From an optimization exercise on the open Yosys and OpenROAD flow, aimed at small area; shortcuts taken in it are not production practice. At most, simulation tests tie the RTL to the original design; equivalence was not proved. Only the layout flow was run in runs 1 and 2; the RTL was not checked for function there. No activity file was given, so power comes from the tool's default toggle rates.

==> flow/design.v <==
module rst_synch(RST_n, clk, rst_n);
input RST_n, clk;
output reg rst_n;
logic q1;  
always_ff @(negedge clk, negedge RST_n) begin
	if(!RST_n) begin
		q1 <= 1'b0;
		rst_n <= 1'b0;
	end
	else	begin
	    q1 <= 1'b1;
		rst_n <= q1;
	end
end
endmodule
module UART_rx(clk, rst_n, RX, clr_rdy, is_67, is_73, rdy);
input clk, rst_n, RX, clr_rdy;
output reg is_67, is_73;
output reg rdy;
logic start, shft;
logic [3:0] bit_cnt;
logic [11:0] baud_cnt;
logic IM_1, IM_2;
logic recieving;
logic state;			 
localparam [7:0] B67 = 8'h67;
localparam [7:0] B73 = 8'h73;
assign shft = (baud_cnt == 0);
always_ff @(posedge clk) begin
	IM_1 <= RX;
	IM_2 <= IM_1;
end
wire [2:0] bidx = bit_cnt[2:0] - 3'd1;
wire dbit = (bit_cnt != 0) && (bit_cnt <= 8);
always_ff @(posedge clk) begin
	if (start) begin
		is_67 <= 1'b1;
		is_73 <= 1'b1;
	end else if (shft && dbit) begin
		is_67 <= is_67 & (IM_2 == B67[bidx]);
		is_73 <= is_73 & (IM_2 == B73[bidx]);
	end
end
always_ff @(posedge clk) begin
	if(start)
		baud_cnt <= 1303;
	else if(shft)
		baud_cnt <= 2604;
	else if(recieving)
		baud_cnt <= baud_cnt -1;
end
always_ff @(posedge clk) begin
	if(start)
		bit_cnt <= 0;
	else if(shft)
		bit_cnt <= bit_cnt + 1;
end
assign start = !state & !IM_2;
assign recieving = state;
wire set_rdy = state & (bit_cnt == 10);
always_ff @ (posedge clk, negedge rst_n) begin
	if(!rst_n)
		state <= 1'b0;
	else if (start)
		state <= 1'b1;
	else if (set_rdy)
		state <= 1'b0;
end
always_ff @ (posedge clk, negedge rst_n) begin
	if(!rst_n) 
		rdy <= 1'b0;
	else if(clr_rdy)
		rdy <= 1'b0;
	else if(start)
		rdy <= 1'b0;
	else if(set_rdy)
		rdy <= 1'b1;
end
endmodule
module Auth_blk(clk, rst_n, RX, rider_off, pwr_up);
input clk, rst_n, RX, rider_off;
output reg pwr_up;
logic clr_rx_rdy, rx_rdy;
logic is_67, is_73;
UART_rx iUART(.clk, .rst_n, .RX, .clr_rdy(clr_rx_rdy), .is_67, .is_73, .rdy(rx_rdy));
typedef enum reg[1:0] {OFF,PWR1,PWR2} state_t;
state_t state, nxt_state;
always_ff @ (posedge clk, negedge rst_n) begin
	if(!rst_n)
		state <= OFF;
	else
		state <= nxt_state;
end
always_comb begin
	pwr_up = 0;
	clr_rx_rdy = 0;
	nxt_state = state;
	case(state)
		OFF:begin
			if(rx_rdy) begin
				if(is_67) begin
				    pwr_up = 1;
					nxt_state = PWR1;
				end
				clr_rx_rdy = 1;
			end
		end
		PWR1:begin
			pwr_up = 1;
			if(rx_rdy) begin
				if(is_73) 
					if(rider_off) begin
						nxt_state = OFF;
						pwr_up = 0;
					end
					else begin
						pwr_up = 1;
						nxt_state = PWR2;
					end
				clr_rx_rdy = 1;
			end
		end
		PWR2: begin 
			pwr_up = 1;
			if(rider_off) begin
				pwr_up = 0;
				nxt_state = OFF;
			end
			else if(rx_rdy) begin
				if(is_67) begin
					pwr_up = 1;
					nxt_state = PWR1;
				end
				clr_rx_rdy = 1;
			end
		end
		default: nxt_state = OFF;
	endcase 
end
endmodule
module SPI_mnrch #(parameter RW = 16) (clk, rst_n, MISO, wrt, SS_n, SCLK, done, rd_data, bit_cntr, init);
input clk, rst_n;
input MISO;
input wrt;
output reg SS_n;
output SCLK;
output reg done;
output reg [RW-1:0] rd_data;
output reg [3:0] bit_cntr;
output init;
logic shft, smpl, ld_SCLK, init, done15, set_done, shift_im;
logic [3:0] SCLK_div;
logic MISO_smpl;
typedef enum reg[1:0] {IDLE,FRONT_PORCH, WORKHORSE, BACK_PORCH} state_t;
state_t state, nxt_state;
always_ff @(posedge clk) begin
	if(ld_SCLK)
		SCLK_div <= 4'b1011;
	else
		SCLK_div <= SCLK_div + 1;
end
assign SCLK = SCLK_div[3];
assign smpl = (SCLK_div == 4'b0111);
assign shift_im = (SCLK_div == 4'b1111);
always_ff @(posedge clk) begin
	if(smpl)
		MISO_smpl <= MISO;
end
always_ff @(posedge clk) begin	
	if(shft)
		rd_data <= {rd_data[RW-2:0], MISO_smpl};
end
always_ff @(posedge clk) begin
	if(init)
		bit_cntr <= 4'h0;
	else if(shft)
		bit_cntr <= bit_cntr + 1;
end
assign done15 = &bit_cntr;
always_ff @ (posedge clk, negedge rst_n) begin
	if(!rst_n)
		state <= IDLE;
	else
		state <= nxt_state;
end
always_comb begin
	init = 1'b0;
	ld_SCLK = 1'b0;
	set_done = 1'b0;
	shft = 1'b0;
	nxt_state = state;
	case (state)
		IDLE: begin
		    ld_SCLK = 1'b1;
			if(wrt) begin
				init = 1'b1;
				nxt_state = FRONT_PORCH;
			end	
		end
		FRONT_PORCH: begin 
			if(shift_im)
				nxt_state = WORKHORSE;
		end
		WORKHORSE: begin
			shft = shift_im;
			if(done15) begin
				nxt_state = BACK_PORCH;
			end
		end
		BACK_PORCH: begin
			if(shift_im) begin
			    shft = 1'b1;
				ld_SCLK = 1'b1;
				set_done = 1'b1;
			    nxt_state = IDLE;
			end
		end
	endcase
end
always_ff @ (posedge clk, negedge rst_n) begin
	if(!rst_n)
		SS_n <= 1'b1;
	else if(init)
		SS_n <= 1'b0;
	else if(set_done)
		SS_n <= 1'b1;
end
always_ff @ (posedge clk, negedge rst_n) begin
	if(!rst_n)
		done <= 1'b0;
	else if(init)
		done <= 1'b0;
	else if(set_done)
		done <= 1'b1;
end
endmodule
module inertial_integrator(clk, rst_n, vld, ptch_rt, AZ, ptch, win, step);
input clk, rst_n, vld;
input signed [15:0]ptch_rt;
input signed [15:0]AZ;
output signed [15:0]ptch;
input win;			 
input [5:0] step;	 
localparam PTCH_RT_OFFSET = 16'h0050;
localparam [15:0] AZ_K = 16'hFF60;	 
reg signed [26:0]ptch_int;
logic signed [15:0]ptch_rt_comp;
assign ptch = ptch_int[26:11];
assign ptch_rt_comp = ptch_rt - PTCH_RT_OFFSET;
reg sc;				 
reg [8:1] d;		 
reg [2:0] cy;		 
reg ybit;			 
wire lo = (step < 6'd16);
wire az_b = AZ[step[3:0]];
wire k_b = AZ_K[step[3:0]];
wire cur = lo ? (az_b ^ k_b ^ sc) : d[1];
wire [5:0] pidx = step - 6'd13;
wire pb = (step < 6'd13) ? 1'b0 : (step > 6'd28) ? ~ptch[15] : ~ptch[pidx[3:0]];
wire [3:0] col = cur + d[1] + d[2] + d[6] + d[8] + pb + cy;
always_ff @(posedge clk) begin
	if (!win) begin
		sc <= 1'b0;
		d <= 8'h00;
		cy <= 3'b000;
	end else begin
		sc <= (az_b & k_b) | (az_b & sc) | (k_b & sc);
		d <= {d[7:1], cur};
		cy <= col[3:1];
	end
	ybit <= col[0];
end
wire fus_pos = ~ybit;
always @(posedge clk, negedge rst_n)
	if(!rst_n)
		ptch_int <= 0;
	else if(vld)
		ptch_int <= ptch_int - {{11{ptch_rt_comp[15]}},ptch_rt_comp} + (fus_pos ? 27'sd1024 : -27'sd1024);
endmodule
module inert_intf(clk,rst_n,ptch,ptch_rt,vld,SS_n,SCLK,
                  MOSI,MISO,INT,boot_hi);
  parameter fast_sim = 1;
  input clk, rst_n;
  input MISO;
  input INT;
  input boot_hi;			 
  output signed [15:0] ptch;
  output signed [15:0] ptch_rt;
  output reg vld;
  output SS_n,SCLK,MOSI;
  reg [9:0] timer;			 
  reg [7:0] AZl;
  reg [7:0] ptch_rt_h,ptch_rt_l;
  reg INT_ff1,INT_ff2;
  reg [2:0] cmd_id;			 
  logic wrt;
  logic clr_tmr;
  logic capture_ptchl,capture_ptchh;
  logic capture_AZl;
  wire done, init;
  wire [7:0] inert_data;
  wire [3:0] bit_cntr;
  wire signed [15:0] AZ;
  typedef enum reg [3:0] {INIT1,INIT2,INIT3,INIT4,WAIT,PTCHL,PTCHH,
                          AZL,AZH} state_t;
  state_t state,nxt_state;
  SPI_mnrch #(8) iSPI(.clk(clk),.rst_n(rst_n),.SS_n(SS_n),.SCLK(SCLK),
                  .MISO(MISO),.wrt(wrt),.done(done),
				  .rd_data(inert_data),.bit_cntr(bit_cntr),.init(init));
  logic [15:0] cmd;
  always_comb
    case (cmd_id)
      3'd0: cmd = 16'h0D02;
      3'd1: cmd = 16'h1053;
      3'd2: cmd = 16'h1150;
      3'd3: cmd = 16'h1460;
      3'd4: cmd = 16'hA200;
      3'd5: cmd = 16'hA300;
      3'd6: cmd = 16'hAC00;
      default: cmd = 16'hAD00;
    endcase
  assign MOSI = cmd[~bit_cntr];
  always_ff @(posedge clk)
    if (init)
      cmd_id <= state[2:0];
  wire win = (state == AZH) && (&timer[9:6]);
  inertial_integrator iINT(.clk(clk), .rst_n(rst_n), .vld(vld),
                           .ptch_rt(ptch_rt), .AZ(AZ), .ptch(ptch),
                           .win(win), .step(timer[5:0]));
  always_ff @(posedge clk,negedge rst_n)
    if (!rst_n) begin
	  INT_ff1 <= 1'b0;
	  INT_ff2 <= 1'b0;
	end else begin
	  INT_ff1 <= INT;
	  INT_ff2 <= INT_ff1;
	end
  always_ff @(posedge clk,negedge rst_n)
    if (!rst_n)
	  state <= INIT1;
	else
	  state <= nxt_state;
  always_ff @(posedge clk, negedge rst_n)
    if (!rst_n)
	   timer <= 0;
	 else if (clr_tmr)
	   timer <= 0;
	 else
	   timer <= timer + 1;
  always_comb begin
    clr_tmr = 0;
    wrt = 0;
	capture_ptchl = 0;
	capture_ptchh = 0;
	capture_AZl = 0;
	vld = 0;
	nxt_state = INIT1;
	 case (state)
	   INIT1 : begin
		  if (&timer && boot_hi) begin
		    wrt = 1;
		    nxt_state = INIT2;
		  end
	   end
	   INIT2 : begin
		  if (&timer) begin
		    wrt = 1;
		    nxt_state = INIT3;
		  end else
		    nxt_state = INIT2;
	   end
	   INIT3 : begin
		  if (&timer) begin
		    wrt = 1;
		    nxt_state = INIT4;
		  end else
		    nxt_state = INIT3;
	   end
	   INIT4 : begin
		  if (&timer) begin
		    wrt = 1;
		    nxt_state = WAIT;
		  end else 
		    nxt_state = INIT4;
	   end
	   WAIT : begin
	     if (INT_ff2) begin
		    wrt = 1;
		    clr_tmr = 1;
		    nxt_state = PTCHL;
		  end else
		    nxt_state = WAIT;
	   end
	   PTCHL : begin
		  capture_ptchl = done;
		  if (&timer) begin
		    wrt = 1;
		    nxt_state = PTCHH;
		  end else
		    nxt_state = PTCHL;
      end
	   PTCHH : begin
		  capture_ptchh = done;
		  if (&timer) begin
		    wrt = 1;
		    nxt_state = AZL;
		  end else
		    nxt_state = PTCHH;
      end
	   AZL : begin
		  capture_AZl = done;
		  if (&timer) begin
		    wrt = 1;
		    nxt_state = AZH;
		  end else
		    nxt_state = AZL;
      end
	   AZH : begin
		  if (&timer) begin
		    vld = 1;
		    nxt_state = WAIT;
		  end else
		    nxt_state = AZH;
      end
	   default : begin
	  	  clr_tmr = 1;
	     nxt_state = INIT1;
	   end
	 endcase
  end
  always_ff @(posedge clk, negedge rst_n)
    if (!rst_n)
	  ptch_rt_l <= 8'h00;
    else if (capture_ptchl)
	  ptch_rt_l <= inert_data;
  always_ff @(posedge clk, negedge rst_n)
    if (!rst_n)
	  ptch_rt_h <= 8'h00;
    else if (capture_ptchh)
	  ptch_rt_h <= inert_data;
  always_ff @(posedge clk)
    if (capture_AZl)
	  AZl <= inert_data;
  assign AZ = {inert_data,AZl};
  assign ptch_rt = {ptch_rt_h,ptch_rt_l};
endmodule
module PID(clk, rst_n, vld, pwr_up, rider_off, ptch, ptch_rt, PID_cntrl, ss_tmr);
	parameter fast_sim = 1;
	input clk, rst_n, vld, pwr_up, rider_off;
	input logic signed [15:0]ptch, ptch_rt;
	output logic signed [11:0]PID_cntrl;
	output [7:0]ss_tmr;
	logic signed [9:0] ptch_err_sat;
	localparam P_COEFF = 5'h0C; 
	logic signed [14:0] P_term;
	logic signed [14:0]I_term;
	reg signed [17:0] integrator;
	wire signed [17:0]ptch_err_sat_sext;
	wire signed [17:0]I_mux1_mux2;
	wire signed[17:0]ptch_err_sat_sext_sum;
	wire I_overflow;
	logic signed [12:0]D_term_temp;
	logic signed [12:0]D_term;
	logic signed [15:0] P_term_sext, I_term_sext, D_term_sext, PID_sum;
	reg [10:0] ss_pre;
	reg [7:0] ss_cnt;
	always_ff @(posedge clk, negedge rst_n)begin
		if(!rst_n)
			{ss_cnt, ss_pre} <= 19'h0;
		else if(!pwr_up)
			{ss_cnt, ss_pre} <= 19'h0;
		else if(!(&ss_cnt))
			{ss_cnt, ss_pre} <= {ss_cnt, ss_pre} + 1'b1;
	end
	assign ss_tmr = ss_cnt;
	assign ptch_err_sat = (~ptch[15] && (|ptch[14:9]))?10'h1ff:
								(ptch[15] && !(&ptch[14:9]))? 10'h200:
								{ptch[15], ptch[8:0]};
	assign P_term = ptch_err_sat * $signed(P_COEFF);
	assign ptch_err_sat_sext = {{8{ptch_err_sat[9]}},ptch_err_sat};
	assign ptch_err_sat_sext_sum = ptch_err_sat_sext + integrator;
	assign I_overflow = (ptch_err_sat_sext[17] == integrator[17] && ptch_err_sat_sext_sum[17] != integrator[17])? 1:0;
	always_ff @(posedge clk, negedge rst_n)begin
		if(!rst_n)
			integrator <= 0;
		else if(rider_off)
			integrator <= 0;
		else if(vld && !I_overflow)
			integrator <= ptch_err_sat_sext_sum;
	end
	generate if(fast_sim)begin
		assign I_term = (~integrator[17] && (|integrator[17:15]))? 15'h3fff:
						(integrator[17] && ~&integrator[17:15])? 15'h4000:
						integrator[15:1];
	end
	else begin
		assign I_term = {{3{integrator[17]}}, integrator[17:6]};
	end
	endgenerate
	assign D_term_temp = {{3{ptch_rt[15]}} ,ptch_rt[15:6]};
	assign D_term = ~D_term_temp;
	assign P_term_sext = {P_term[14],P_term};
	assign I_term_sext = {I_term[14],I_term};
	assign D_term_sext = {{3{D_term[12]}},D_term};
	assign PID_sum = P_term_sext + I_term_sext + D_term_sext;
	always_ff @(posedge clk)
		PID_cntrl <= (~PID_sum[15] && (|PID_sum[14:11]))? 12'h7ff:
							(PID_sum[15] && !(&PID_sum[14:11]))? 12'h800:
							{PID_sum[15],PID_sum[10:0]};
endmodule
module SegwayMath(clk, PID_cntrl, ss_tmr, steer_pot, en_steer, pwr_up, lft_mag, lft_sgn, rght_mag, rght_sgn, too_fast);
input clk;
input signed [11:0] PID_cntrl;
input [7:0] ss_tmr;
input [11:0] steer_pot;
input en_steer, pwr_up;
output [10:0] lft_mag, rght_mag;
output lft_sgn, rght_sgn;
output reg too_fast;
logic signed [19:0] prod_cntrl_ss;
logic signed [11:0] PID_ss;
logic [11:0] steer_pot_limited;
logic [11:0] m;
logic signed [7:0] q;
logic signed [9:0] steer_pot_scaled;
logic signed [12:0] lft_torque, rght_torque;
logic lft_fast, rght_fast;
assign prod_cntrl_ss = PID_cntrl * $signed({1'b0,ss_tmr});
assign PID_ss = prod_cntrl_ss[19:8];
assign steer_pot_limited = (steer_pot < 12'h200) ? 12'h200 :
                           (steer_pot > 12'hE00) ? 12'hE00 :
                           steer_pot;
assign m = steer_pot_limited + 12'd1;
assign q = {~m[11], m[10:4]};
assign steer_pot_scaled = {q[7], q, 1'b0} + {{2{q[7]}}, q} + m[3];
wire signed [9:0] sp = en_steer ? steer_pot_scaled : 10'sd0;
assign lft_torque = PID_ss + sp;
assign rght_torque = PID_ss - sp;
shape iSL(.t(lft_torque), .pwr_up(pwr_up), .mag(lft_mag), .sgn(lft_sgn), .fast(lft_fast));
shape iSR(.t(rght_torque), .pwr_up(pwr_up), .mag(rght_mag), .sgn(rght_sgn), .fast(rght_fast));
always_ff @(posedge clk)
	too_fast <= lft_fast | rght_fast;
endmodule
module shape(input signed [12:0] t, input pwr_up, output [10:0] mag, output sgn, output fast);
	wire neg = t[12];
	wire [11:0] u = t[11:0] ^ {12{neg}};
	wire big = (u[11:6] != 6'd0) | (u[5:0] > (neg ? 6'd59 : 6'd60));
	wire [5:0] hi = u[11:6] + 6'd15;
	wire [10:0] mbig = (u[11:6] >= 6'd17) ? 11'h7FF : {hi[4:0], u[5:0]};
	wire [10:0] msmall = {u[6:0], {4{neg}}};
	assign mag = !pwr_up ? 11'h000 : big ? mbig : msmall;
	assign sgn = pwr_up & neg;
	assign fast = pwr_up & ~neg & (u > 12'd832);
endmodule
module balance_cntrl(clk,rst_n,vld,ptch,ptch_rt,pwr_up,rider_off,steer_pot,en_steer,lft_mag,lft_sgn,rght_mag,rght_sgn,too_fast);
parameter fast_sim = 1'b1;
input clk,rst_n;   
input vld;   
input [15:0] ptch;   
input [15:0] ptch_rt;   
input pwr_up;   
input rider_off;   
input [11:0] steer_pot;   
input en_steer;  
output [10:0] lft_mag, rght_mag;   
output lft_sgn, rght_sgn;   
output too_fast;   
logic [11:0] PID_cntrl;
logic [7:0] ss_tmr;
PID #(fast_sim) iPID(.clk(clk),.rst_n(rst_n),.vld(vld),.ptch(ptch),.ptch_rt(ptch_rt), .pwr_up(pwr_up),
					.rider_off(rider_off),.PID_cntrl(PID_cntrl), .ss_tmr(ss_tmr));
SegwayMath iSegwayMath(.clk(clk), .PID_cntrl(PID_cntrl), .ss_tmr(ss_tmr),.steer_pot(steer_pot), .en_steer(en_steer), 
						.pwr_up(pwr_up), .lft_mag, .lft_sgn, .rght_mag, .rght_sgn, .too_fast(too_fast));
endmodule
module steer_en_SM(clk,rst_n,tmr_full,sum_gt_min,sum_lt_min,diff_gt_1_4,
                   diff_gt_15_16,clr_tmr,en_steer,rider_off,steer_st);
 input clk;				 
  input rst_n;				 
  input tmr_full;			 
  input sum_gt_min;			 
  input sum_lt_min;			 
  input diff_gt_1_4;		 
  input diff_gt_15_16;		 
  output logic clr_tmr;		 
  output logic en_steer;	 
  output logic rider_off;	 
  output logic steer_st;	 
  typedef enum reg[1:0] {IDLE, RIDER_ON, STEER_ENABLED} state_t;
	state_t state, nxt_state;
	assign steer_st = (state == STEER_ENABLED);
  always_ff @(posedge clk, negedge rst_n) begin  
		if(!rst_n)
			state <= IDLE;
		else
			state <= nxt_state;
	end
  always_comb begin  
	nxt_state = state;
	clr_tmr = 1'b0;
	en_steer = 1'b0;
	rider_off = 1'b1;
	case(state)
		IDLE: begin 
				if(sum_gt_min) begin  
					rider_off = 1'b0;
					nxt_state = RIDER_ON;
					clr_tmr = 1'b1;
				end
			end	
		RIDER_ON: begin 
					if(sum_lt_min) begin  
						nxt_state = IDLE;
					end
					else if(~diff_gt_1_4 && tmr_full) begin 
						nxt_state = STEER_ENABLED;
						rider_off = 1'b0;
						en_steer = 1'b1;
						clr_tmr = 1'b1;
					end
					else if(~diff_gt_1_4) begin
						rider_off = 1'b0;
					end
					else if(tmr_full) begin
						rider_off = 1'b0;
						clr_tmr = 1'b1;
					end
					else begin  
						clr_tmr = 1'b0;
						rider_off = 1'b0;
					end
				end	
		STEER_ENABLED: begin
				if(sum_lt_min) begin  
					nxt_state = IDLE;
				end
				else if(diff_gt_15_16) begin
					nxt_state = RIDER_ON;
					clr_tmr = 1'b1;
					rider_off = 1'b0;
				end
				else begin  
					en_steer = 1'b1;
					rider_off = 1'b0;
				end
			end
		endcase
	end
endmodule
module steer_en(clk, rst_n, lft_ld, rght_ld, en_steer, rider_off);
	parameter fast_sim = 1;
	input clk, rst_n;
	input [11:0] lft_ld, rght_ld;
	output en_steer, rider_off;
	localparam MIN_RIDER_WT = 12'h200;
	localparam WT_HYSTERESIS = 8'h40;
	logic [12:0]sum;
	logic [11:0]diff;
	logic [11:0]sum_15_16;
	logic [11:0]thr;
	logic clr, full, steer_st, diff_gt;
	logic sum_lt_min, sum_gt_min;
	reg [14:0]tmr;
	assign sum = lft_ld + rght_ld;
	assign diff = lft_ld - rght_ld;
	assign sum_lt_min = (sum < MIN_RIDER_WT - WT_HYSTERESIS);
	assign sum_gt_min = (sum > MIN_RIDER_WT + WT_HYSTERESIS);
	wire [3:0] g = sum[3:1] + sum[3:2] + sum[3];
	assign sum_15_16 = {sum[11:4], g} - {3'b000, sum[12:4]};
	assign thr = steer_st ? sum_15_16 : {1'b0, sum[12:2]};
	wire neg = diff[11];
	wire [11:0] x = diff ^ {12{neg}};
	wire [12:0] cmp = {1'b0, x} + {1'b0, ~thr} + neg;
	assign diff_gt = cmp[12];
	always @(posedge clk)
		if(clr)
			tmr <= '0;
		else
			tmr <= tmr + 1;
	assign full = &tmr;
	steer_en_SM SM(.clk, .rst_n, .clr_tmr(clr), .tmr_full(full), .sum_gt_min, .sum_lt_min,
	               .diff_gt_1_4(diff_gt), .diff_gt_15_16(diff_gt), .rider_off, .en_steer, .steer_st);
endmodule
module PWM11(clk, rst_n, cnt, duty, PWM_sig);
input clk, rst_n;
input [10:0] cnt;
input [10:0] duty;
output reg PWM_sig;
always_ff @(posedge clk, negedge rst_n) begin
	if(!rst_n)
		PWM_sig <= 1'b0;
	else
		PWM_sig <= (cnt < duty);
end
endmodule
module mtr_drv(clk,rst_n,lft_mag_in,lft_sgn_in,rght_mag_in,rght_sgn_in,OVR_I_lft,OVR_I_rght,PWM1_lft,
               PWM2_lft,PWM1_rght,PWM2_rght);
  input clk,rst_n;
  input [10:0] lft_mag_in, rght_mag_in;
  input lft_sgn_in, rght_sgn_in;
  input OVR_I_lft, OVR_I_rght;
  output PWM1_lft, PWM2_lft, PWM1_rght, PWM2_rght;
  reg [10:0] cnt;
  reg [10:0] lft_mag, rght_mag;
  reg lft_sgn, rght_sgn, lft_sgn_nxt, rght_sgn_nxt;
  reg OVR_I_ff1,OVR_I_ff2,OVR_I_ff3;
  reg OVR_I_shtdwn;
  reg [6:0] OVR_I_cnt;
  reg [3:0] PWM_cycle_cnt;
  reg OVR_I_inc_blank_n;
  wire PWM_lft,PWM_rght;
  wire PWM_synch, pre_synch;
  wire OVR_I_rise;
  wire OVR_I_blank_n;
  always_ff @(posedge clk, negedge rst_n)
    if(!rst_n) 
      cnt <= 11'h000;
    else 
      cnt <= cnt + 1;
  assign PWM_synch = &cnt;
  assign pre_synch = (cnt == 11'h7FE);
  assign OVR_I_blank_n = |cnt[10:8];
  always_ff @(posedge clk, negedge rst_n)
    if (!rst_n) begin
	   lft_mag <= 11'h000;
	   rght_mag <= 11'h000;
	 end else if (pre_synch) begin
	   lft_mag <= lft_mag_in;
	   rght_mag <= rght_mag_in;
	 end
  always_ff @(posedge clk)
    if (pre_synch) begin
      lft_sgn_nxt <= lft_sgn_in;
      rght_sgn_nxt <= rght_sgn_in;
    end
  always_ff @(posedge clk, negedge rst_n)
    if (!rst_n) begin
	   lft_sgn <= 1'b0;
	   rght_sgn <= 1'b0;
	 end else if (PWM_synch) begin
	   lft_sgn <= lft_sgn_nxt;
	   rght_sgn <= rght_sgn_nxt;
	 end
  PWM11 iPWM_lft(.clk(clk), .rst_n(rst_n), .cnt(cnt), .duty(lft_mag), .PWM_sig(PWM_lft)); 
  PWM11 iPWM_rght(.clk(clk), .rst_n(rst_n), .cnt(cnt), .duty(rght_mag), .PWM_sig(PWM_rght));
  always_ff @(posedge clk, negedge rst_n)
    if (!rst_n) begin
	  OVR_I_ff1 <= 1'b0;
	  OVR_I_ff2 <= 1'b0;
	  OVR_I_ff3 <= 1'b0;
	end else begin
	  OVR_I_ff1 <= OVR_I_blank_n & (OVR_I_lft | OVR_I_rght);
	  OVR_I_ff2 <= OVR_I_ff1;
	  OVR_I_ff3 <= OVR_I_ff2;
	end
  assign OVR_I_rise = OVR_I_ff2 & ~OVR_I_ff3;
  always_ff @(posedge clk, negedge rst_n)
    if (!rst_n)
      OVR_I_cnt <= 7'h00;
    else if (OVR_I_rise & OVR_I_inc_blank_n)
      OVR_I_cnt <= OVR_I_cnt + 1;
    else if ((&PWM_cycle_cnt) & PWM_synch & (|OVR_I_cnt))
	  OVR_I_cnt <= OVR_I_cnt - 1;
  always_ff @(posedge clk)
    if (PWM_synch)
	  OVR_I_inc_blank_n <= 1'b1;
	else if (OVR_I_rise)
	  OVR_I_inc_blank_n <= 1'b0;
  always_ff @(posedge clk, negedge rst_n)
    if (!rst_n)
	  PWM_cycle_cnt <= 4'h0;
	else if (PWM_synch)
	  PWM_cycle_cnt <= PWM_cycle_cnt + 1;
  always_ff @(posedge clk, negedge rst_n)
    if (!rst_n)
	  OVR_I_shtdwn <= 1'b0;
	else if (&OVR_I_cnt)
	  OVR_I_shtdwn <= 1'b1;
  wire off = OVR_I_ff2 | ~OVR_I_inc_blank_n | OVR_I_shtdwn;
  assign PWM1_lft = ~off & ~lft_sgn & PWM_lft;
  assign PWM2_lft = ~off & lft_sgn & PWM_lft;
  assign PWM1_rght = ~off & ~rght_sgn & PWM_rght;
  assign PWM2_rght = ~off & rght_sgn & PWM_rght;
endmodule
module A2D_intf(input clk, rst_n, MISO, nxt, 
				output reg[11:0] lft_ld, rght_ld, steer_pot,
				output reg batt11,
				output SS_n, SCLK, MOSI);
logic wrt, done, update, init;
logic [11:0] rd_data;
logic [3:0] bit_cntr;
logic[1:0] counter;
SPI_mnrch #(12) iSPI(.clk, .rst_n, .MISO, .wrt, .SCLK, .SS_n, .done, .rd_data, .bit_cntr, .init);
always_ff @(posedge clk, negedge rst_n) begin
	if(!rst_n) lft_ld <= 12'h000;
	else if(counter == 0 && update) lft_ld <= rd_data;
end
always_ff @(posedge clk, negedge rst_n) begin
	if(!rst_n) rght_ld <= 12'h000;
	else if(counter == 1 && update) rght_ld <= rd_data;
end
always_ff @(posedge clk, negedge rst_n) begin
	if(!rst_n) steer_pot <= 12'h000;
	else if(counter == 2 && update) steer_pot <= rd_data;
end
always_ff @(posedge clk, negedge rst_n) begin
	if(!rst_n) batt11 <= 1'b0;
	else if(counter == 3 && update) batt11 <= rd_data[11];
end
always_ff @(posedge clk, negedge rst_n) begin
	if(!rst_n) counter <= 0;
	else if(update) counter <= counter + 1;
end
assign MOSI = (bit_cntr == 4'd2) ? (counter != 0) :
              (bit_cntr == 4'd3) ? (counter == 3) :
              (bit_cntr == 4'd4) ? (counter == 2) : 1'b0;
typedef enum reg[1:0] {IDLE, WRITE, READ, WAIT} state_t;
state_t state, nxt_state;
always_ff @(posedge clk, negedge rst_n) begin
	if(!rst_n) state <= IDLE;
	else state <= nxt_state;
end
always_comb begin
	wrt = 0;
	update = 0;
	nxt_state = state;
	case(state)
		IDLE: begin
			if(nxt) begin
				nxt_state = WRITE;
				wrt = 1;
			end
		end
		WRITE: begin
			if(done) begin
				nxt_state = WAIT;
			end
		end
		WAIT: begin
			wrt = 1;
			nxt_state = READ;
		end
		READ: begin
			if(done) begin
				update = 1;
				nxt_state = IDLE;
			end
		end
	endcase
end
endmodule
module piezo_drv(input clk, input rst_n, input en_steer, input too_fast, input batt_low, output piezo, output piezo_n, output boot_hi);
parameter fast_sim = 1'b1;
logic [18:0] note_tmr;		 
logic [8:0] freq_tmr;		 
logic [21:0] repeat_tmr;	 
logic note_tmr_full, repeat_full, rst_note_dur;
logic freq_full;
logic [8:0] half;
typedef enum reg[2:0] {IDLE, NOTE1, NOTE2, NOTE3, NOTE4, NOTE5, NOTE6} state_nm;
state_nm state, nxt_state;
assign repeat_full = (repeat_tmr == 22'd2343750);	 
assign boot_hi = &repeat_tmr[15:10];
always_ff @(posedge clk, negedge rst_n) begin
	if(!rst_n)
		repeat_tmr <= '0;
	else if(repeat_full)
		repeat_tmr <= '0; 
	else
		repeat_tmr <= repeat_tmr + 1'b1;
end
always_ff @(posedge clk, negedge rst_n) begin
	if(!rst_n)
		note_tmr <= '0;
	else if(rst_note_dur | note_tmr_full)
		note_tmr <= '0;
	else
		note_tmr <= note_tmr + 1'b1;
end
always_ff @(posedge clk, negedge rst_n) begin
	if(!rst_n)
		freq_tmr <= '0;
	else if (freq_full || rst_note_dur)
		freq_tmr <= '0;
	else
		freq_tmr <= freq_tmr + 1'b1;	
end
assign piezo = (freq_tmr >= half);
assign piezo_n = ~piezo;
always_ff @(posedge clk, negedge rst_n) begin
	if(!rst_n) 
		state <= IDLE;
	else
		state <= nxt_state;
end
always_comb begin
	nxt_state = state;
	rst_note_dur = 1'b0;
	freq_full = (freq_tmr >= 9'd297);
	half = 9'd149;
	note_tmr_full = note_tmr[17];
	case(state)
		IDLE: begin
			if(too_fast)
				nxt_state = NOTE1;
			else if(repeat_full) begin
				if(batt_low)
					nxt_state = NOTE6;
				else if(en_steer)
					nxt_state = NOTE1;
			end
			rst_note_dur = 1'b1;
		end
		NOTE1: begin
			freq_full = (freq_tmr >= 9'd499);
			half = 9'd250;
			if(note_tmr_full) begin
				if(too_fast)
					nxt_state = NOTE2;
				else if(batt_low)
					nxt_state = IDLE;
				else if(en_steer)
					nxt_state = NOTE2;
				else 
					nxt_state = IDLE;
			end
		end
		NOTE2: begin
			freq_full = (freq_tmr >= 9'd374);
			half = 9'd187;
			if(note_tmr_full) begin
				if(too_fast)
					nxt_state = NOTE3;
				else if(batt_low)
					nxt_state = NOTE1;
				else if(en_steer)
					nxt_state = NOTE3;
				else 
					nxt_state = IDLE;
			end
		end
		NOTE3: begin
			if(note_tmr_full) begin
				if(too_fast)
					nxt_state = NOTE1;
				else if(batt_low)
					nxt_state = NOTE2;
				else if(en_steer)
					nxt_state = NOTE4;
				else 
					nxt_state = IDLE;
			end
		end
		NOTE4: begin
			freq_full = (freq_tmr >= 9'd250);
			half = 9'd125;
			note_tmr_full = note_tmr[17] & note_tmr[16];
			if(note_tmr_full) begin
				if(batt_low)
					nxt_state = NOTE3;
				else if(en_steer)
					nxt_state = NOTE5;
				else 
					nxt_state = IDLE;
			end
		end
		NOTE5: begin
			note_tmr_full = note_tmr[16];
			if(note_tmr_full) begin
				if(batt_low)
					nxt_state = NOTE4;
				else if(en_steer)
					nxt_state = NOTE6;
				else 
					nxt_state = IDLE;
			end
		end
		NOTE6: begin
			freq_full = (freq_tmr >= 9'd250);
			half = 9'd125;
			note_tmr_full = note_tmr[18];
			if(note_tmr_full) begin
				if(batt_low)
					nxt_state = NOTE5;
				else
					nxt_state = IDLE;
			end
		end
		default: ;
	endcase
end
endmodule
module Segway(clk,RST_n,INERT_SS_n,INERT_MOSI,INERT_SCLK,
              INERT_MISO,INERT_INT,A2D_SS_n,A2D_MOSI,A2D_SCLK,
			  A2D_MISO,PWM1_lft,PWM2_lft,PWM1_rght,PWM2_rght,
			  OVR_I_lft,OVR_I_rght,piezo_n,piezo,RX);
  input clk,RST_n;
  input INERT_MISO;						 
  input A2D_MISO;						 
  input INERT_INT;						 
  input OVR_I_lft,OVR_I_rght;			 
  input RX;								 
  output A2D_SS_n, INERT_SS_n;			 
  output A2D_MOSI, INERT_MOSI;			 
  output A2D_SCLK, INERT_SCLK;			 
  output PWM1_lft, PWM2_lft;  			 
  output PWM1_rght,PWM2_rght;			 
  output piezo_n,piezo;					 
  logic rst_n;							 
  logic vld;								 
  logic [15:0] ptch;						 
  logic [15:0] ptch_rt;
  logic [10:0] lft_mag, rght_mag;		 
  logic lft_sgn, rght_sgn;				 
  logic lft_rev, rght_rev;				 
  logic [11:0] lft_ld, rght_ld;		 
  logic batt11;							 
  logic [11:0] steer_pot;
  logic norm_mode;						 
  logic en_steer;						 
  logic rider_off;						 
  logic batt_low;
  logic too_fast;
  logic boot_hi;						 
  logic pwr_up;							 
  localparam BATT_THRES = 12'h800;
  localparam fast_sim = 1;
  Auth_blk iAuth(.clk(clk),.rst_n(rst_n),.RX(RX),.rider_off(rider_off),.pwr_up(pwr_up));
  inert_intf #(fast_sim) iNEMO(.clk(clk),.rst_n(rst_n),.ptch(ptch),.ptch_rt(ptch_rt),
                   .vld(vld),.SS_n(INERT_SS_n),.SCLK(INERT_SCLK),
				   .MOSI(INERT_MOSI),.MISO(INERT_MISO),
				   .INT(INERT_INT),.boot_hi(boot_hi));
  balance_cntrl #(fast_sim) iBAL(.clk(clk),.rst_n(rst_n),.vld(vld),.ptch(ptch),
                     .ptch_rt(ptch_rt),.pwr_up(pwr_up),.rider_off(rider_off),
					 .steer_pot(steer_pot),.en_steer(en_steer),.lft_mag(lft_mag),.lft_sgn(lft_sgn),
					 .rght_mag(rght_mag),.rght_sgn(rght_sgn),.too_fast(too_fast));
  steer_en #(fast_sim) iSTR(.clk(clk),.rst_n(rst_n),.lft_ld(lft_ld),
                            .rght_ld(rght_ld),
							.en_steer(en_steer),.rider_off(rider_off));
  mtr_drv iDRV(.clk(clk),.rst_n(rst_n),.lft_mag_in(lft_mag),.lft_sgn_in(lft_sgn),
               .rght_mag_in(rght_mag),.rght_sgn_in(rght_sgn),.PWM1_lft(PWM1_lft),.PWM2_lft(PWM2_lft),
			   .PWM1_rght(PWM1_rght),.PWM2_rght(PWM2_rght),
			   .OVR_I_lft(OVR_I_lft),.OVR_I_rght(OVR_I_rght));
  A2D_intf iA2D(.clk(clk),.rst_n(rst_n),.nxt(vld),.lft_ld(lft_ld),.rght_ld(rght_ld),
                .batt11(batt11),.steer_pot(steer_pot),.SS_n(A2D_SS_n),.SCLK(A2D_SCLK),
				.MOSI(A2D_MOSI),.MISO(A2D_MISO));
  assign batt_low = ~batt11;		 
  piezo_drv #(fast_sim) iBUZZ(.clk(clk),.rst_n(rst_n),.en_steer(en_steer),.too_fast(too_fast),
              .batt_low(batt_low),.piezo(piezo),.piezo_n(piezo_n),.boot_hi(boot_hi));
  rst_synch iRST(.clk(clk),.RST_n(RST_n),.rst_n(rst_n));
endmodule
==> flow/flow/run.sh <==
#!/bin/bash
set -euo pipefail
export FLOW_FLOW_DIR=$(cd "$(dirname "${BASH_SOURCE[0]}")" && pwd)
{ cat "$FLOW_FLOW_DIR/abc_override.tcl"; cat synth_recipe.tcl; } > my_synth.tcl
bash standard.sh SYNTH_SCRIPT=$PWD/my_synth.tcl \
  "SYNTH_OPERATIONS_ARGS=-booth -extra-map $FLOW_FLOW_DIR/lcu_ripple.v" \
  ADDER_MAP_FILE= finish > flow.log 2>&1
==> flow/flow/abc_override.tcl <==
# Map with an area-oriented ABC script instead of the flow's default one.
# Only the combinational mapping changes; the registers are mapped before.
proc abc {args} {
  set i [lsearch -exact $args -script]
  if { $i >= 0 } {
    set args [lreplace $args [expr {$i + 1}] [expr {$i + 1}] $::env(FLOW_FLOW_DIR)/area.abc]
  }
  yosys abc {*}$args
}
==> flow/flow/area.abc <==
strash
dc2
dch -f
amap
topo
==> flow/flow/lcu_ripple.v <==
(* techmap_celltype = "$lcu" *)
module _80_lcu_ripple (P, G, CI, CO);
	parameter WIDTH = 2;
	(* force_downto *)
	input [WIDTH-1:0] P, G;
	input CI;
	(* force_downto *)
	output [WIDTH-1:0] CO;
	genvar i;
	generate for (i = 0; i < WIDTH; i = i + 1) begin : g
		if (i == 0)
			assign CO[i] = G[i] | (P[i] & CI);
		else
			assign CO[i] = G[i] | (P[i] & CO[i-1]);
	end endgenerate
endmodule
==> flow/standard.sh <==
#!/bin/bash
# synth_recipe.tcl (not shown) runs the flow's synth.tcl, then flattens the netlist and writes it again
# the make line also repeats each setting of config.mk as NAME=value (left out here)
make -C /OpenROAD-flow-scripts/flow DESIGN_CONFIG=/design/flow/config.mk WORK_HOME=/design/flow/orfs CLKGATE_MAP_FILE= SYNTH_SCRIPT=/design/flow/synth_recipe.tcl "${@:-finish}"
==> flow/config.mk <==
export PLATFORM = sky130hd
export DESIGN_NAME = Segway
export DESIGN_NICKNAME = Segway
export VERILOG_FILES = /design/flow/design.v
export SDC_FILE = /design/flow/constraint.sdc
export NUM_CORES = 4
export LEC_CHECK = 0
export ABC_AREA = 1
export CAP_MARGIN = 20
export CORE_MARGIN = 2
export CORE_UTILIZATION = 40
export SLEW_MARGIN = 20
==> flow/constraint.sdc <==
create_clock -name core_clock -period 12.0 [get_ports {clk}]
set_input_delay 2.4000 -clock core_clock [delete_from_list [all_inputs] [get_ports {clk}]]
set_output_delay 2.4000 -clock core_clock [all_outputs]
set_load 0.01 [all_outputs]
==> metrics.yaml, run 1 <==
syn_area_mm2: 0.02248
min_path_type: "reg2reg"
dp.cells: 3884
initial_core_util: 0.4064
holdWs_ns: 0.2966
syn2layout_area_growth_pct: 13.25
pre_cts_slack_ns: -0.2377
syn_inst: 3092
cts.sinks: 371
ant_nets: 0
wl_mm: 54.60
syn-mean-instance-area_um2: 7.269
ir_drop_v: 0.0001244
drive_gt1_frac: 0.04004
clockBufferDepth: 3
required_ns: 12.46
setup_ws_ns: 1.100
grt_pass1_wl_mm: 92.76
std_cell_rows: 86
hpwlAfterDp_mm: 40.17
async_reset_ff_frac: 0.6954
die_h_um: 241.0
vias: 21520
rsz0062_at_grt: "true"
synthFlopType: "dfrtp_1"
crit_type: "reg2reg"
placeableCoreArea_mm2: 0.05531
worstPathMaxFanout: 9
fin_util: 0.4602
arrival_ns: 11.36
grt_max_degree: 167
overflow: 0
drt-pass1-iter-count: 6
cts_buffers: 43
critPathSlowestCell: "o21ai_0"
setup_viol: 0
vias_per_cell: 5.421
startpoint_type: "flop"
num_io_pins: 20
skew_ns: 0.02260
fmax_mhz: 91.75
grt_usage: 0.1888
cts_tree: "done"
die_w_um: 241.0
routabilityCongestion: 0.8784
yosysUniqueCellTypes: 55
power_density_mw_per_mm2: 107.9
wl_per_cell_um: 13.75
antenna_found_initial: 0
grt_pass1_vias: 19850
drc: 0
htreeDepth: 2
insertion_delay_ns: 0.59
period_minus_slack_ns: 10.90
max_stage_delay_ns: 0.68
drv_slew: 0
n_fill_cell: 5489
max_slew_margin: 0.2895
synth_nets: 3100
leakage_nw: 9.860
fin_crit_sh: 0.9083
cts_hold_buffers: 0
max_cap_viol_count: 0
drt_iter0_markers: 1349
port_buffers: 19
synth-seq-cells: 371
worst_pin_slew_ns: 1.062
num_antenna_cells: 0
clk_pin_slew_ns: 0.06
yosysWarnings: 15
status: "finished clean"
cts_root_buf: "clkbuf_16"
seq_area_frac_synth: 0.4036
final_cells: 3970
critPathCaptureType: "flop"
nets: 3196
synth_edf_count: 35
die-area_mm2: 0.05810
hold_viol: 0
[cell usage after synthesis, types with 22 or more instances]
cell type | number | area (um^2)
a22oi_1 | 36 | 270.3
a21o_1 | 38 | 285.3
o21ai_0 | 382 | 1912
a21oi_1 | 274 | 1371
o21a_1 | 65 | 488.0
clkinv_1 | 402 | 1509
dfrtp_1 | 254 | 6356
a211oi_1 | 36 | 270.3
and3_1 | 29 | 181.4
o32ai_1 | 23 | 201.4
nor3_1 | 108 | 540.5
dfxtp_1 | 78 | 1562
and2_0 | 24 | 150.1
a221oi_1 | 25 | 219.0
o22ai_1 | 219 | 1370
nor2b_1 | 22 | 137.6
nor2_1 | 558 | 2095
edfxtp_1 | 35 | 1051
nand2_1 | 309 | 1160
[cells in the final DEF, fill, tap and decap left out, drive strengths merged, types with 38 or more instances in the layout]
master | netlist | routed
a21o | 38 | 38
a21oi | 274 | 274
clkbuf | 0 | 65
clkinv | 402 | 407
dfrtp | 254 | 254
dfxtp | 78 | 78
nand2 | 309 | 309
nor2 | 558 | 558
nor3 | 108 | 108
o21a | 65 | 65
o21ai | 382 | 382
o22ai | 219 | 219
[per-layer routing]
layer / vias to the layer above / GRT usage / wire length, um
met5: - / 0 / 0
met4: 0 / 0.04639 / 1008
met3: 76 / 0.02871 / 2145
met2: 358 / 0.3152 / 24810
met1: 9739 / 0.2565 / 26640
li1: 11350 / - / -
[what timing repair did]
item                                    in CTS  in global routing
resized for setup                            2                 32
endpoints found under the setup margin      19                 23
gates cloned                                 0                  0
pin swaps                                    0                  1
buffers inserted                             0                  7
[worst max-delay path: cells and delay by family, from the launching register on]
family          cells  cell delay (ns)
compound gates     35             6.73
simple gates       23             2.13
buf+inv            10             1.53
flops               1             0.36
[per-stage QoR]
stage | power [W] | instance area [um^2] | setup TNS (ns)
floorplan | 0.001419 | 22480 | -457.83
global placement | 0.001453 | 23830 | 0
detailed placement | 0.001460 | 23840 | -2.555
CTS | 0.002789 | 25270 | 0
global route | 0.002863 | 25450 | -0.4115
finish | 0.002746 | 25450 | 0
[area by class of cell]
type,count,area [um^2],share of cell area
Clock inverter,14,171.4,0.006734
Inverter,402,1523,0.05982
Timing Repair Buffer,51,446.7,0.01755
Clock buffer,65,1259,0.04945
Tap cell,748,935.9,0.03677
Multi-Input combinational cell,2319,12050,0.4733
Sequential cell,371,9071,0.3564
[power by group]
group | switching [W] | internal [W] | total (W)
clock network | 0.000540 | 0.000772 | 0.00131
logic | 0.0000810 | 0.0000395 | 0.000121
registers | 0.0000207 | 0.00129 | 0.00131
total | 0.000641 | 0.00210 | 0.00275
[state kept, by name, summed over array words and instances (netlist names), 9 cells and up]
signal                flops
iDRV.cnt                 11
iA2D.lft_ld              12
iA2D.steer_pot           12
iBAL.iPID.PID_cntrl      12
iNEMO.timer              10
iNEMO.iINT.ptch_int      27
iAuth.iUART.baud_cnt     12
iBUZZ.note_tmr           19
iBUZZ.repeat_tmr         22
iBUZZ.freq_tmr            9
iA2D.iSPI.rd_data        12
iA2D.rght_ld             12
iSTR.tmr                 15
iDRV.rght_mag            11
iBAL.iPID.integrator     18
iBAL.iPID.ss_pre         11
iDRV.lft_mag             11
[logic make-up after synthesis]
kind of cell	synth area share
DFF	0.4036
other	0.0001668
AOI/OAI and AO/OA	0.3164
buffers and inverters	0.06713
and+or+nand+nor	0.2120
xor gates and xnor gates	0.0007795
[worst paths after layout]
kind	start	to	slack, ns	cells past startpoint
min in group asynchronous	iRST.rst_n	iA2D.rght_ld[2]	6.22	0
min	iRST.q1	iRST.rst_n	0.30	0
max reg2reg	iA2D.lft_ld[1]	iDRV.lft_mag[7]	1.10	68
min reg2reg	iRST.q1	iRST.rst_n	0.30	0
max	iA2D.lft_ld[1]	iDRV.lft_mag[7]	1.10	68
max in group asynchronous	RST_n	iRST.rst_n	3.96	1
==> inputs of run 2 (changes only) <==
--- a/flow/design.v
+++ b/flow/design.v
@@ -21,3 +21,3 @@
 logic [3:0] bit_cnt;
-logic [11:0] baud_cnt;
+logic [11:0] baud_cnt;	 
 logic IM_1, IM_2;
@@ -27,3 +27,3 @@
 localparam [7:0] B73 = 8'h73;
-assign shft = (baud_cnt == 0);
+assign shft = (baud_cnt == 12'h1B1);
 always_ff @(posedge clk) begin
@@ -45,7 +45,7 @@
 	if(start)
-		baud_cnt <= 1303;
+		baud_cnt <= 12'hE77;
 	else if(shft)
-		baud_cnt <= 2604;
+		baud_cnt <= 12'h000;
 	else if(recieving)
-		baud_cnt <= baud_cnt -1;
+		baud_cnt <= {baud_cnt[10:0], ~(baud_cnt[11] ^ baud_cnt[5] ^ baud_cnt[3] ^ baud_cnt[0])};
 end
@@ -280,3 +280,3 @@
 module inert_intf(clk,rst_n,ptch,ptch_rt,vld,SS_n,SCLK,
-                  MOSI,MISO,INT,boot_hi);
+                  MOSI,MISO,INT,boot);
   parameter fast_sim = 1;
@@ -285,3 +285,3 @@
   input INT;
-  input boot_hi;			 
+  input boot;				 
   output signed [15:0] ptch;
@@ -329,7 +329,3 @@
                            .win(win), .step(timer[5:0]));
-  always_ff @(posedge clk,negedge rst_n)
-    if (!rst_n) begin
-	  INT_ff1 <= 1'b0;
-	  INT_ff2 <= 1'b0;
-	end else begin
+  always_ff @(posedge clk) begin
 	  INT_ff1 <= INT;
@@ -359,3 +355,3 @@
 	   INIT1 : begin
-		  if (&timer && boot_hi) begin
+		  if (boot) begin
 		    wrt = 1;
@@ -464,11 +460,14 @@
 	logic signed [15:0] P_term_sext, I_term_sext, D_term_sext, PID_sum;
-	reg [10:0] ss_pre;
+	reg [11:0] ss_pre;
 	reg [7:0] ss_cnt;
-	always_ff @(posedge clk, negedge rst_n)begin
-		if(!rst_n)
-			{ss_cnt, ss_pre} <= 19'h0;
-		else if(!pwr_up)
-			{ss_cnt, ss_pre} <= 19'h0;
-		else if(!(&ss_cnt))
-			{ss_cnt, ss_pre} <= {ss_cnt, ss_pre} + 1'b1;
+	wire pre_wrap = (ss_pre == 12'h23F);
+	always_ff @(posedge clk)begin
+		if(!pwr_up) begin
+			ss_cnt <= 8'h00;
+			ss_pre <= 12'h000;
+		end else if(!(&ss_cnt)) begin
+			ss_pre <= pre_wrap ? 12'h000 : {ss_pre[10:0], ~(ss_pre[11] ^ ss_pre[5] ^ ss_pre[3] ^ ss_pre[0])};
+			if (pre_wrap)
+				ss_cnt <= ss_cnt + 1'b1;
+		end
 	end
@@ -482,6 +481,4 @@
 	assign I_overflow = (ptch_err_sat_sext[17] == integrator[17] && ptch_err_sat_sext_sum[17] != integrator[17])? 1:0;
-	always_ff @(posedge clk, negedge rst_n)begin
-		if(!rst_n)
-			integrator <= 0;
-		else if(rider_off)
+	always_ff @(posedge clk)begin
+		if(rider_off)
 			integrator <= 0;
@@ -661,3 +658,3 @@
 	logic sum_lt_min, sum_gt_min;
-	reg [14:0]tmr;
+	reg [15:0]tmr;		 
 	assign sum = lft_ld + rght_ld;
@@ -677,4 +674,4 @@
 		else
-			tmr <= tmr + 1;
-	assign full = &tmr;
+			tmr <= {tmr[14:0], ~(tmr[15] ^ tmr[14] ^ tmr[12] ^ tmr[3])};
+	assign full = (tmr == 16'hD577);
 	steer_en_SM SM(.clk, .rst_n, .clr_tmr(clr), .tmr_full(full), .sum_gt_min, .sum_lt_min,
@@ -687,8 +684,4 @@
 output reg PWM_sig;
-always_ff @(posedge clk, negedge rst_n) begin
-	if(!rst_n)
-		PWM_sig <= 1'b0;
-	else
-		PWM_sig <= (cnt < duty);
-end
+always_ff @(posedge clk)
+	PWM_sig <= (cnt < duty);
 endmodule
@@ -850,3 +843,3 @@
 endmodule
-module piezo_drv(input clk, input rst_n, input en_steer, input too_fast, input batt_low, output piezo, output piezo_n, output boot_hi);
+module piezo_drv(input clk, input rst_n, input en_steer, input too_fast, input batt_low, output piezo, output piezo_n, output boot);
 parameter fast_sim = 1'b1;
@@ -860,4 +853,5 @@
 state_nm state, nxt_state;
-assign repeat_full = (repeat_tmr == 22'd2343750);	 
-assign boot_hi = &repeat_tmr[15:10];
+wire [21:0] repeat_nxt = {repeat_tmr[20:0], ~(repeat_tmr[21] ^ repeat_tmr[20])};
+assign repeat_full = (repeat_tmr == 22'h38C82B);
+assign boot = (repeat_tmr == 22'h3878F7);
 always_ff @(posedge clk, negedge rst_n) begin
@@ -868,8 +862,6 @@
 	else
-		repeat_tmr <= repeat_tmr + 1'b1;
+		repeat_tmr <= repeat_nxt;
 end
-always_ff @(posedge clk, negedge rst_n) begin
-	if(!rst_n)
-		note_tmr <= '0;
-	else if(rst_note_dur | note_tmr_full)
+always_ff @(posedge clk) begin
+	if(rst_note_dur | note_tmr_full)
 		note_tmr <= '0;
@@ -878,6 +870,4 @@
 end
-always_ff @(posedge clk, negedge rst_n) begin
-	if(!rst_n)
-		freq_tmr <= '0;
-	else if (freq_full || rst_note_dur)
+always_ff @(posedge clk) begin
+	if (freq_full || rst_note_dur)
 		freq_tmr <= '0;
@@ -1022,3 +1012,3 @@
   logic too_fast;
-  logic boot_hi;						 
+  logic boot;							 
   logic pwr_up;							 
@@ -1030,3 +1020,3 @@
 				   .MOSI(INERT_MOSI),.MISO(INERT_MISO),
-				   .INT(INERT_INT),.boot_hi(boot_hi));
+				   .INT(INERT_INT),.boot(boot));
   balance_cntrl #(fast_sim) iBAL(.clk(clk),.rst_n(rst_n),.vld(vld),.ptch(ptch),
@@ -1047,3 +1037,3 @@
   piezo_drv #(fast_sim) iBUZZ(.clk(clk),.rst_n(rst_n),.en_steer(en_steer),.too_fast(too_fast),
-              .batt_low(batt_low),.piezo(piezo),.piezo_n(piezo_n),.boot_hi(boot_hi));
+              .batt_low(batt_low),.piezo(piezo),.piezo_n(piezo_n),.boot(boot));
   rst_synch iRST(.clk(clk),.RST_n(RST_n),.rst_n(rst_n));
--- a/flow/config.mk
+++ b/flow/config.mk
@@ -10,3 +10,5 @@
 export CORE_MARGIN = 2
-export CORE_UTILIZATION = 40
+export CORE_UTILIZATION = 60
+export CTS_BUF_LIST = sky130_fd_sc_hd__clkbuf_8
+export CTS_CLUSTER_SIZE = 20
 export SLEW_MARGIN = 20
==> run 2 against run 1 <==
Against the previous run:
- still clean on timing, DRC and antenna
- sequential cell count increased by 2
- die area is 34% lower
- fmax is 2.9% higher
- clock-buffer cell count is 17 higher
- cell count decreased by 6.8%
- area after synthesis down 1.4%
- critical path type unchanged
- highest routed layer unchanged
==> metrics.yaml, run 2 <==
status: "finished clean"
insertion_delay_ns: 0.66
syn_inst: 3080
crit_buf_inv: 8
crit_type: "reg2reg"
setup_viol: 0
period_minus_slack_ns: 10.59
path_delay_family: "compound AO/OA/AOI/OAI gates"
largest_reg_flops: 27
overflow: 0
seq_area_frac_synth: 0.3955
worst_pin_slew_ns: 1.087
num_io_pins: 20
yosysTopAreaCell: "dfrtp_1"
critPathSlowestCell: "or4_1"
drc: 0
ff2ff_path_depth: 70
cts.sinks: 373
vias: 21760
ys_top_cells_by_count: "nor2_1 (552), clkinv_1 (410), o21ai_0 (367)"
critPathCaptureType: "flop"
placeableCoreArea_mm2: 0.03652
cp_common_cell: "o21ai_0"
grt_usage: 0.2750
async_reset_ff_frac: 0.5067
std_cell_rows: 70
leakage_nw: 9.374
regMostFlops: "iNEMO.iINT.ptch_int"
antenna_found_initial: 0
max_slew_margin: 0.2722
die-area_mm2: 0.03849
synth_nets: 3088
drive_gt1_frac: 0.04765
startpoint_type: "flop"
power_density_mw_per_mm2: 102.8
htreeDepth: 2
synth_edf_count: 35
clockBufferDepth: 3
cts_hold_buffers: 0
clk_pin_slew_ns: 0.06
skew_ns: 0.07056
grt_pass1_vias: 19590
hpwlAfterDp_mm: 38.91
final_cells: 3700
die_w_um: 196.2
vias_per_cell: 5.880
wl_mm: 53.31
ir_drop_v: 0.0001225
initial_core_util: 0.6069
syn-mean-instance-area_um2: 7.196
ff2ff_setup_slack_ns: 1.41
finalSetupTns_ns: 0
wl_per_cell_um: 14.41
drv_slew: 0
max_stage_delay_ns: 0.50
cp-endpoint: "iBAL.iSegwayMath.too_fast"
worstSetupStartpoint: "iA2D.lft_ld[1]"
cts_root_buf: "clkbuf_8"
grt_max_degree: 188
layout_common_cells: "nor2_1 (549), clkinv_1 (403), o21ai_0 (364)"
postLayoutCellArea_mm2: 0.02463
synth_top_area_share: 0.2089
place_area_mm2: 0.02307
layout_commonest_cell: "nor2_1"
max_cap_viol_count: 0
synth.top_cells.by_area: "dfrtp_1 (21%), dfxtp_1 (13%), nor2_1 (9.3%), o21ai_0 (8.3%), clkinv_1 (6.9%)"
ant_nets: 0
worstPathMaxFanout: 16
num_antenna_cells: 0
dp.cells: 3573
syn_area_mm2: 0.02217
cts_tree: "done"
port_buffers: 19
regToRegEndpoint: "iBAL.iSegwayMath.too_fast"
required_ns: 12.51
reg_top3: "iNEMO.iINT.ptch_int (27), iBUZZ.repeat_tmr (22), iBUZZ.note_tmr (19)"
routabilityCongestion: 0.8671
cts_buffers: 61
drt_iter0_markers: 1406
hold_viol: 0
fin_crit_sh: 0.8829
fmax_mhz: 94.38
syn2layout_area_growth_pct: 11.13
yosysUniqueCellTypes: 58
synthFlopType: "dfrtp_1"
r2r-start: "iA2D.lft_ld[1]"
die_h_um: 196.2
yosysWarnings: 15
arrival_ns: 11.11
min_path_type: "reg2reg"
drt-pass1-iter-count: 6
finalPower_w: 0.002533
cp.depth: 70
nets: 3187
grt_pass1_wl_mm: 89.57
hp-start: "iRST.q1"
synth-seq-cells: 373
synth.most_common_cell: "nor2_1"
## run 2: cells by family (layout without fill, tap and decap cells)
group | count (synthesis) | count (layout) | share of synthesized area
compound gates | 1180 | 1180 | 0.3215
simple gates | 1101 | 1101 | 0.2102
buf+inv | 422 | 574 | 0.07146
flops | 373 | 373 | 0.3955
xor+xnor | 3 | 3 | 0.001186
other cells | 1 | 1 | 0.0001692
## run 2: area by class of cell
class	instances	area, um^2
clock buffers	82	1129
clock inverters	34	186.4
fillers	3115	11890
inverters	410	1550
multi-input cells	2285	11980
flip-flops and latches	373	8766
well taps	468	585.6
repair buffers	48	440.4
## run 2: per-layer routing
metal | GRT usage | vias to the layer above | wire length [um]
li1 | - | 11290 | -
met3 | 0.03782 | 95 | 2670
met5 | 0 | - | 0
met2 | 0.4451 | 506 | 24060
met4 | 0.09315 | 0 | 1342
met1 | 0.3814 | 9867 | 25240
## run 2: where the power goes
part           leakage [nW]  total [W]  internal [W]  switching, W
combinational          4.58  0.0000687     0.0000292     0.0000395
clock                 0.772    0.00115      0.000634      0.000520
sequential             4.02    0.00131       0.00129     0.0000213
total                  9.37    0.00253       0.00195      0.000580
## run 2: how the worst min path moves through the flow
stage	end	slack, ns	cells after the start
4_1_cts	iRST.rst_n	0.30	0
2_1_floorplan	iRST.rst_n	0.29	0
6_report	iRST.rst_n	0.30	0
5_1_grt	iRST.rst_n	0.30	0
3_3_place_gp	iRST.rst_n	0.29	0
3_5_place_dp	iRST.rst_n	0.31	0
## run 2: metrics by stage
| step | hold WS [ns] | worst slack, ns | utilization |
|---|---|---|---|
| after floorplan | 0.2917 | 0.2686 | - |
| after global routing | 0.3002 | -0.1188 | 0.6744 |
| after CTS | 0.2997 | 0.3311 | 0.6677 |
| after detailed placement | 0.3079 | 0.3971 | 0.6317 |
| final | 0.2977 | 1.405 | 0.6744 |
| after global placement | 0.2931 | 0.8740 | 0.6317 |
## run 2: what timing repair did
| item | 4_1_cts | 5_1_grt |
|---|---|---|
| resized for setup | 0 | 38 |
| setup endpoints to repair | 0 | 23 |
| setup buffers | 0 | 10 |
==> inputs of run 3 (changes only) <==
--- a/flow/design.v
+++ b/flow/design.v
@@ -243,8 +243,5 @@
 input [5:0] step;	 
-localparam PTCH_RT_OFFSET = 16'h0050;
 localparam [15:0] AZ_K = 16'hFF60;	 
 reg signed [26:0]ptch_int;
-logic signed [15:0]ptch_rt_comp;
 assign ptch = ptch_int[26:11];
-assign ptch_rt_comp = ptch_rt - PTCH_RT_OFFSET;
 reg sc;				 
@@ -273,2 +270,5 @@
 wire fus_pos = ~ybit;
+wire w = ptch_rt[15] & ~|ptch_rt[14:7] & (ptch_rt[6:0] < 7'h50);
+wire [26:0] nb = ~{{11{ptch_rt[15]}}, ptch_rt};
+wire [26:0] kk = {{10{~fus_pos | w}}, ~fus_pos ^ w, {5{~fus_pos}}, 11'h451};
 always @(posedge clk, negedge rst_n)
@@ -277,3 +277,3 @@
 	else if(vld)
-		ptch_int <= ptch_int - {{11{ptch_rt_comp[15]}},ptch_rt_comp} + (fus_pos ? 27'sd1024 : -27'sd1024);
+		ptch_int <= ptch_int + nb + kk;
 endmodule
@@ -679,3 +679,3 @@
 endmodule
-module PWM11(clk, rst_n, cnt, duty, PWM_sig);
+module PWM11(clk, rst_n, cnt, duty, en, PWM_sig);
 input clk, rst_n;
@@ -683,5 +683,6 @@
 input [10:0] duty;
+input en;			 
 output reg PWM_sig;
 always_ff @(posedge clk)
-	PWM_sig <= (cnt < duty);
+	PWM_sig <= en & (cnt < duty);
 endmodule
@@ -697,2 +698,3 @@
   reg lft_sgn, rght_sgn, lft_sgn_nxt, rght_sgn_nxt;
+  reg spd_vld;
   reg OVR_I_ff1,OVR_I_ff2,OVR_I_ff3;
@@ -715,11 +717,10 @@
   always_ff @(posedge clk, negedge rst_n)
-    if (!rst_n) begin
-	   lft_mag <= 11'h000;
-	   rght_mag <= 11'h000;
-	 end else if (pre_synch) begin
-	   lft_mag <= lft_mag_in;
-	   rght_mag <= rght_mag_in;
-	 end
+    if (!rst_n)
+      spd_vld <= 1'b0;
+    else if (pre_synch)
+      spd_vld <= 1'b1;
   always_ff @(posedge clk)
     if (pre_synch) begin
+	   lft_mag <= lft_mag_in;
+	   rght_mag <= rght_mag_in;
       lft_sgn_nxt <= lft_sgn_in;
@@ -727,7 +728,4 @@
     end
-  always_ff @(posedge clk, negedge rst_n)
-    if (!rst_n) begin
-	   lft_sgn <= 1'b0;
-	   rght_sgn <= 1'b0;
-	 end else if (PWM_synch) begin
+  always_ff @(posedge clk)
+    if (PWM_synch) begin
 	   lft_sgn <= lft_sgn_nxt;
@@ -735,4 +733,4 @@
 	 end
-  PWM11 iPWM_lft(.clk(clk), .rst_n(rst_n), .cnt(cnt), .duty(lft_mag), .PWM_sig(PWM_lft)); 
-  PWM11 iPWM_rght(.clk(clk), .rst_n(rst_n), .cnt(cnt), .duty(rght_mag), .PWM_sig(PWM_rght));
+  PWM11 iPWM_lft(.clk(clk), .rst_n(rst_n), .cnt(cnt), .duty(lft_mag), .en(spd_vld), .PWM_sig(PWM_lft)); 
+  PWM11 iPWM_rght(.clk(clk), .rst_n(rst_n), .cnt(cnt), .duty(rght_mag), .en(spd_vld), .PWM_sig(PWM_rght));
   always_ff @(posedge clk, negedge rst_n)
--- a/flow/config.mk
+++ b/flow/config.mk
@@ -10,5 +10,6 @@
 export CORE_MARGIN = 2
-export CORE_UTILIZATION = 60
+export CORE_UTILIZATION = 40
 export CTS_BUF_LIST = sky130_fd_sc_hd__clkbuf_8
-export CTS_CLUSTER_SIZE = 20
+export CTS_CLUSTER_DIAMETER = 50
+export CTS_CLUSTER_SIZE = 12
 export SLEW_MARGIN = 20
==> run 3 against run 2 <==
Against the previous run:
- area after synthesis down 0.37%
- worst setup slack worse by 0.024 ns
- die area up 48%
- still clean
- critical endpoint unchanged
==> metrics.yaml, run 3 <==
synth_xor_area_frac: 0.001586
place_area_mm2: 0.02333
die_h_um: 239.0
skew_ns: 0.06077
finalPower_w: 0.002448
power_density_mw_per_mm2: 99.81
syn_area_mm2: 0.02208
grt_usage: 0.1876
seq_area_frac_synth: 0.4035
ys_top_cells_by_count: "nor2_1 (558), clkinv_1 (371), o21ai_0 (358)"
layout_commonest_cell: "nor2_1"
yosysTopAreaCell: "dfrtp_1"
clockBufferDepth: 3
postLayoutCellArea_mm2: 0.02453
synth-compound-area-share: 0.3130
max_cap_viol_count: 0
drt_iter0_markers: 1191
cts_tree: "done"
fmax_mhz: 94.17
leakage_nw: 8.933
synth_fa_ha_area_frac: 0
n_fill_cell: 5493
placeableCoreArea_mm2: 0.05488
synth_top_family_by_area: "compound AO/OA/AOI/OAI gates"
max_slew_margin: 0.3196
cts_root_buf: "clkbuf_8"
layout_common_cells: "nor2_1 (555), clkinv_1 (372), o21ai_0 (348)"
overflow: 0
regMostFlops: "iNEMO.iINT.ptch_int"
std_cell_rows: 86
min_path_type: "reg2reg"
status: "finished clean"
drive_gt1_frac: 0.04368
hp-start: "iRST.q1"
cts.sinks: 374
initial_core_util: 0.4024
ant_nets: 0
ff2ff_setup_slack_ns: 1.38
worst_pin_slew_ns: 1.017
synth.most_common_cell: "nor2_1"
reg_top3: "iNEMO.iINT.ptch_int (27), iBUZZ.repeat_tmr (22), iBUZZ.note_tmr (19)"
routabilityCongestion: 0.8775
synthMuxAreaShare: 0
syn_inst: 3042
critPathSlowestCell: "or4_1"
syn-mean-instance-area_um2: 7.259
largest_reg_flops: 27
startpoint_type: "flop"
fin_util: 0.4470
synth_top_area_share: 0.1836
yosysUniqueCellTypes: 59
synth.top_cells.by_area: "dfrtp_1 (18%), dfxtp_1 (14%), nor2_1 (9.5%), o21ai_0 (8.1%), edfxtp_1 (8.0%)"
vias: 21330
synth-seq-cells: 374
grt_max_degree: 69
ff2ff_path_depth: 68
synth_edf_count: 59
synth_nets: 3050
synthFlopType: "dfrtp_1"
period_minus_slack_ns: 10.62
regToRegEndpoint: "iBAL.iSegwayMath.too_fast"
insertion_delay_ns: 0.65
r2r-start: "iA2D.lft_ld[1]"
grt_pass1_vias: 19510
max_stage_delay_ns: 0.53
nets: 3148
drc: 0
hpwlAfterDp_mm: 39.49
cp-endpoint: "iBAL.iSegwayMath.too_fast"
die-area_mm2: 0.05710
grt_pass1_wl_mm: 91.02
pre_cts_slack_ns: 0.4758
async_reset_ff_frac: 0.4439
fin_crit_sh: 0.8849
htreeDepth: 2
required_ns: 12.50
worstSetupStartpoint: "iA2D.lft_ld[1]"
clk_pin_slew_ns: 0.08
arrival_ns: 11.11
crit_type: "reg2reg"
antenna_found_initial: 1
drv_slew: 0
syn2layout_area_growth_pct: 11.08
setup_viol: 0
wl_mm: 53.69
wl_per_cell_um: 13.81
cp_common_cell: "o21ai_0"
drt-pass1-iter-count: 7
vias_per_cell: 5.486
hold_viol: 0
ir_drop_v: 0.0001073
setup_ws_ns: 1.381
num_io_pins: 20
yosysWarnings: 15
yosys.area_share.simple: 0.2166
cts_buffers: 51
critPathCaptureType: "flop"
die_w_um: 239.0
port_buffers: 19
worstPathMaxFanout: 14
run 3: how the worst min path moves through the flow:
stage            endpoint  slack (ns)  cells after the start
2_1_floorplan  iRST.rst_n        0.29                      0
3_3_place_gp   iRST.rst_n        0.29                      0
3_5_place_dp   iRST.rst_n        0.30                      0
4_1_cts        iRST.rst_n        0.30                      0
5_1_grt        iRST.rst_n        0.30                      0
6_report       iRST.rst_n        0.30                      0
run 3: metrics by stage:
step | hold slack [ns] | instances | TNS (ns)
finish | 0.2982 | 3887 | 0
global route | 0.2992 | 3887 | -0.02235
CTS | 0.3015 | 3875 | 0
detailed placement | 0.3007 | 3780 | 0
global placement | 0.2924 | 3780 | 0
floorplan | 0.2917 | 3042 | 0
run 3: kinds of logic after synthesis:
| kind of cell | after synthesis |
|---|---|
| compound gates | 1140 |
| xor+xnor | 4 |
| buf+inv | 383 |
| flops | 374 |
| other cells | 1 |
| simple gates | 1140 |
run 3: metal layers:
| metal | part of all wire | global-route usage | vias to the layer above |
|---|---|---|---|
| met5 | 0 | 0 | - |
| met4 | 0.018 | 0.04981 | 0 |
| met3 | 0.037 | 0.02956 | 75 |
| met2 | 0.46 | 0.3133 | 365 |
| met1 | 0.48 | 0.2524 | 9728 |
| li1 | - | - | 11160 |
run 3: cell type report:
cell class / count / area, um^2 / share of cell area
inverters: 371 / 1400 / 0.05708
flip-flops and latches: 374 / 8911 / 0.3633
clock buffers: 53 / 729.5 / 0.02974
multi-input cells: 2285 / 11820 / 0.4817
well taps: 704 / 880.8 / 0.03591
diodes: 1 / 2.502 / 0.0001020
repair buffers: 57 / 475.5 / 0.01938
clock inverters: 42 / 314.1 / 0.01280
run 3: worst max-delay path, delay by kind of cell, from the launching register on:
kind,cells,cell delay (ns)
buf+inv,8,1.38
flops,1,0.38
simple gates,22,2.73
compound gates,38,5.97
run 3: report_power, final:
part           total, W  internal [W]  switching (W)
clock network   0.00102      0.000478       0.000539
registers       0.00133       0.00131      0.0000246
logic          0.000102     0.0000362      0.0000657
run 3: timing repair:
action | in CTS | in global routing
endpoints found under the hold margin | 0 | 0
buffers inserted | 0 | 11
hold buffers | 0 | 0
endpoints found under the setup margin | 0 | 23
resized for setup | 0 | 25
